What follows belongs to an exercise in optimizing a design on an open flow for small area and a short achievable clock period; a production flow would make more cautious choices.
The RTL was checked by simulation tests, not by an equivalence proof against the original design.
Power figures rest on the tool's default switching activity, not on a simulated workload.

the previous run:
==> module L1_cache, before the edit <==
module L1_cache #(
    parameter CTID = 0)
    (
    input logic clock,
    input logic reset,
    input logic [31:0] PCF,                  
    input logic [31:0] addr_rst,             
    input logic [1:0] tid_fetch,             
    input logic [31:0] br_target,            
    input logic [1:0] tid_br,                
    input logic [31:0] l2addr,               
    input logic [1:0] l2_tid,                
    input logic [127:0] l2_line,             
    input logic l2_valid_rsp,                
    output logic br_req,                     
    output logic req_spec,                   
    output logic req_refill,                 
    output logic [31:0] instr                
    );
    logic         active;       
    logic [27:0]  tag;          
    logic [127:0] data;         
    logic         zeroed;       
    genvar gi;
    localparam integer NF = 8;
    logic [NF:0]   tid_ok;      
    logic [NF-1:0] fill_w, fill_wn;
    logic [127:0]  blk;         
    generate
        for (gi = 0; gi <= NF; gi++) begin : g_tid
            if (CTID == 0) begin : g_t0
                L1_nor2 u_tidok (.a(l2_tid[0]), .b(l2_tid[1]), .y(tid_ok[gi]));
            end else begin : g_tn
                assign tid_ok[gi] = (l2_tid == CTID);
            end
        end
        for (gi = 0; gi < NF; gi++) begin : g_fill
            L1_fdec u_fdec (.valid(l2_valid_rsp), .tid_ok(tid_ok[gi]), .f(fill_w[gi]), .fn(fill_wn[gi]));
        end
        for (gi = 0; gi < 128; gi++) begin : g_blk
            L1_sel2 u_blk (.s(fill_w[gi/(128/NF)]), .sn(fill_wn[gi/(128/NF)]), .a(l2_line[gi]), .b(data[gi]), .y(blk[gi]));
        end
    endgenerate
    logic fill, fill_n, tload, thold;
    L1_fdec u_fdec_t (.valid(l2_valid_rsp), .tid_ok(tid_ok[NF]), .f(fill), .fn(fill_n));
    assign tload = fill & ~reset;
    assign thold = fill_n & ~reset;
    logic [27:0] tag_d;
    generate
        for (gi = 0; gi < 28; gi++) begin : g_tag
            L1_sel2 u_tag (.s(tload), .sn(thold), .a(l2addr[gi+4]), .b(tag[gi]), .y(tag_d[gi]));
        end
    endgenerate
    logic [6:0] ne_p, ne_b;
    generate
        for (gi = 0; gi < 7; gi++) begin : g_cmp
            L1_ne4 u_nep (.a(PCF[4*gi+7 -: 4]), .t(tag[4*gi+3 -: 4]), .ne(ne_p[gi]));
            L1_ne4 u_neb (.a(br_target[4*gi+7 -: 4]), .t(tag[4*gi+3 -: 4]), .ne(ne_b[gi]));
        end
    endgenerate
    logic miss_p, ok;
    assign miss_p = |ne_p;
    assign ok     = fill | ~zeroed;             
    localparam integer NH = 4;
    logic       ao_n;
    logic [3:0] pe;
    logic [NH-1:0] hn;
    assign ao_n = ~(active & ok);
    L1_nor2 u_pe0 (.a(ne_p[0]), .b(ne_p[1]), .y(pe[0]));
    L1_nor2 u_pe1 (.a(ne_p[2]), .b(ne_p[3]), .y(pe[1]));
    L1_nor2 u_pe2 (.a(ne_p[4]), .b(ne_p[5]), .y(pe[2]));
    L1_nor2 u_pe3 (.a(ne_p[6]), .b(ao_n),    .y(pe[3]));
    generate
        for (gi = 0; gi < NH; gi++) begin : g_hit
            L1_nand4 u_hn (.a(pe), .y(hn[gi]));
        end
    endgenerate
    localparam integer NW = 2;
    logic [NW:0] nm;
    logic [NW:0][3:0] wsel_c;
    generate
        for (gi = 0; gi <= NW; gi++) begin : g_wdec
            L1_nor2 u_nm (.a(PCF[1]), .b(PCF[0]), .y(nm[gi]));
            L1_wdec u_wdec (.a(PCF[3:2]), .nm(nm[gi]), .s(wsel_c[gi]));
        end
        for (gi = 0; gi < 32; gi++) begin : g_out
            L1_word u_out (.s(wsel_c[gi/(32/NW)]), .d({blk[96+gi], blk[64+gi], blk[32+gi], blk[gi]}), .hn(hn[gi/(32/NH)]), .y(instr[gi]));
        end
    endgenerate
    assign req_spec   = active & ~miss_p & wsel_c[NW][3];
    assign req_refill = active & miss_p;
    assign br_req     = ~active & (tid_br == CTID) & (|ne_b);
    always_ff @(posedge clock) begin
        active <= (tid_fetch == CTID);
        data   <= blk;
        tag    <= tag_d;
        zeroed <= reset | (zeroed & fill_n);
    end
endmodule
Settings: LEC_CHECK=0, CAP_MARGIN=20, CORE_MARGIN=2, CORE_UTILIZATION=40, CTS_BUF_LIST=sky130_fd_sc_hd__clkbuf_4 sky130_fd_sc_hd__clkbuf_8, SETUP_SLACK_MARGIN=2.3, SLEW_MARGIN=20, SYNTH_HIERARCHICAL=1; clock period 6.0 ns.
standard.sh (not shown) runs the stock make flow with config.mk's settings and CLKGATE_MAP_FILE= SYNTH_SCRIPT=/design/flow/synth_recipe.tcl, a recipe that flattens the netlist after the stock synthesis.
==> flow/flow/run.sh <==
#!/bin/bash
# Standard ORFS layout; the only change is that port buffers use the smallest buffer cell.
set -euo pipefail
export BUFFER_PORTS_ARGS="-buffer_cell sky130_fd_sc_hd__buf_1"
bash standard.sh > standard_flow.log 2>&1
Relative to the previous run, the following input files were edited for the current run:
--- a/flow/design.v
+++ b/flow/design.v
@@ -22,28 +22,28 @@
     logic [127:0] data;         
     logic         zeroed;       
     genvar gi;
     localparam integer NF = 8;
-    logic [NF:0]   tid_ok;      
+    logic [1:0]    tid_ok;      
     logic [NF-1:0] fill_w, fill_wn;
     logic [127:0]  blk;         
     generate
-        for (gi = 0; gi <= NF; gi++) begin : g_tid
+        for (gi = 0; gi < 2; gi++) begin : g_tid
             if (CTID == 0) begin : g_t0
                 L1_nor2 u_tidok (.a(l2_tid[0]), .b(l2_tid[1]), .y(tid_ok[gi]));
             end else begin : g_tn
                 assign tid_ok[gi] = (l2_tid == CTID);
             end
         end
         for (gi = 0; gi < NF; gi++) begin : g_fill
-            L1_fdec u_fdec (.valid(l2_valid_rsp), .tid_ok(tid_ok[gi]), .f(fill_w[gi]), .fn(fill_wn[gi]));
+            L1_fdec u_fdec (.valid(l2_valid_rsp), .tid_ok(tid_ok[gi/(NF/2)]), .f(fill_w[gi]), .fn(fill_wn[gi]));
         end
         for (gi = 0; gi < 128; gi++) begin : g_blk
             L1_sel2 u_blk (.s(fill_w[gi/(128/NF)]), .sn(fill_wn[gi/(128/NF)]), .a(l2_line[gi]), .b(data[gi]), .y(blk[gi]));
         end
     endgenerate
     logic fill, fill_n, tload, thold;
-    L1_fdec u_fdec_t (.valid(l2_valid_rsp), .tid_ok(tid_ok[NF]), .f(fill), .fn(fill_n));
+    L1_fdec u_fdec_t (.valid(l2_valid_rsp), .tid_ok(tid_ok[1]), .f(fill), .fn(fill_n));
     assign tload = fill & ~reset;
     assign thold = fill_n & ~reset;
     logic [27:0] tag_d;
     generate
## What came out
Relative to the previous run, the relative slew slack of the current run is lower by 0.49 points.
Taking the previous run as the reference, in the current run net switching power figure rose by 12 µW; global-route usage decreased by 0.18 points relative to the old numbers; final-layout clock-cell area share shrank by 0.26 points; filler-free cell count of the finished design decreased about 1.4%.
The current run ended up with a lower total number of vias than the previous run did.
Sequential portion of the cell area in the current run is 0.97 points higher than in the previous run
Summary of the current run over the previous run: number of non-clock buffers in the layout higher, overall power after layout lower, total wirelength of the detailed-routed design lower.

==> re-timing with driven ports <==
The results above use ideal ports. As a check the final layouts listed here were re-extracted and re-timed, cells and wires unchanged. Step 1: set_driving_cell puts a clkbuf_16 on clock and a buf_2 on each other input, an assumption about the parent block. Step 2 moves the port delays by t, midway between the first and last clock arrival at a register: inputs arrive t later, outputs are due t later. That takes back most of the time a late clock gives input paths. Slacks: ideal ports / drivers / drivers and shift; pairs: ideal ports / drivers.
run | t, ns | setup slack, ns | worst hold slack (ns) | worst data-port slew with drivers (ns)
the previous run | 0.481 | 2.328 / 2.218 / 2.218 | 0.467 / 0.467 / 0.467 | 0.17
the current run | 0.487 | 2.250 / 2.195 / 2.195 | 0.469 / 0.469 / 0.469 | 0.07
After both steps setup and hold are still met in every run listed. The setup slack of the previous run, which loses most, moves by -0.110 ns with the drivers and by -0.110 ns with both steps.
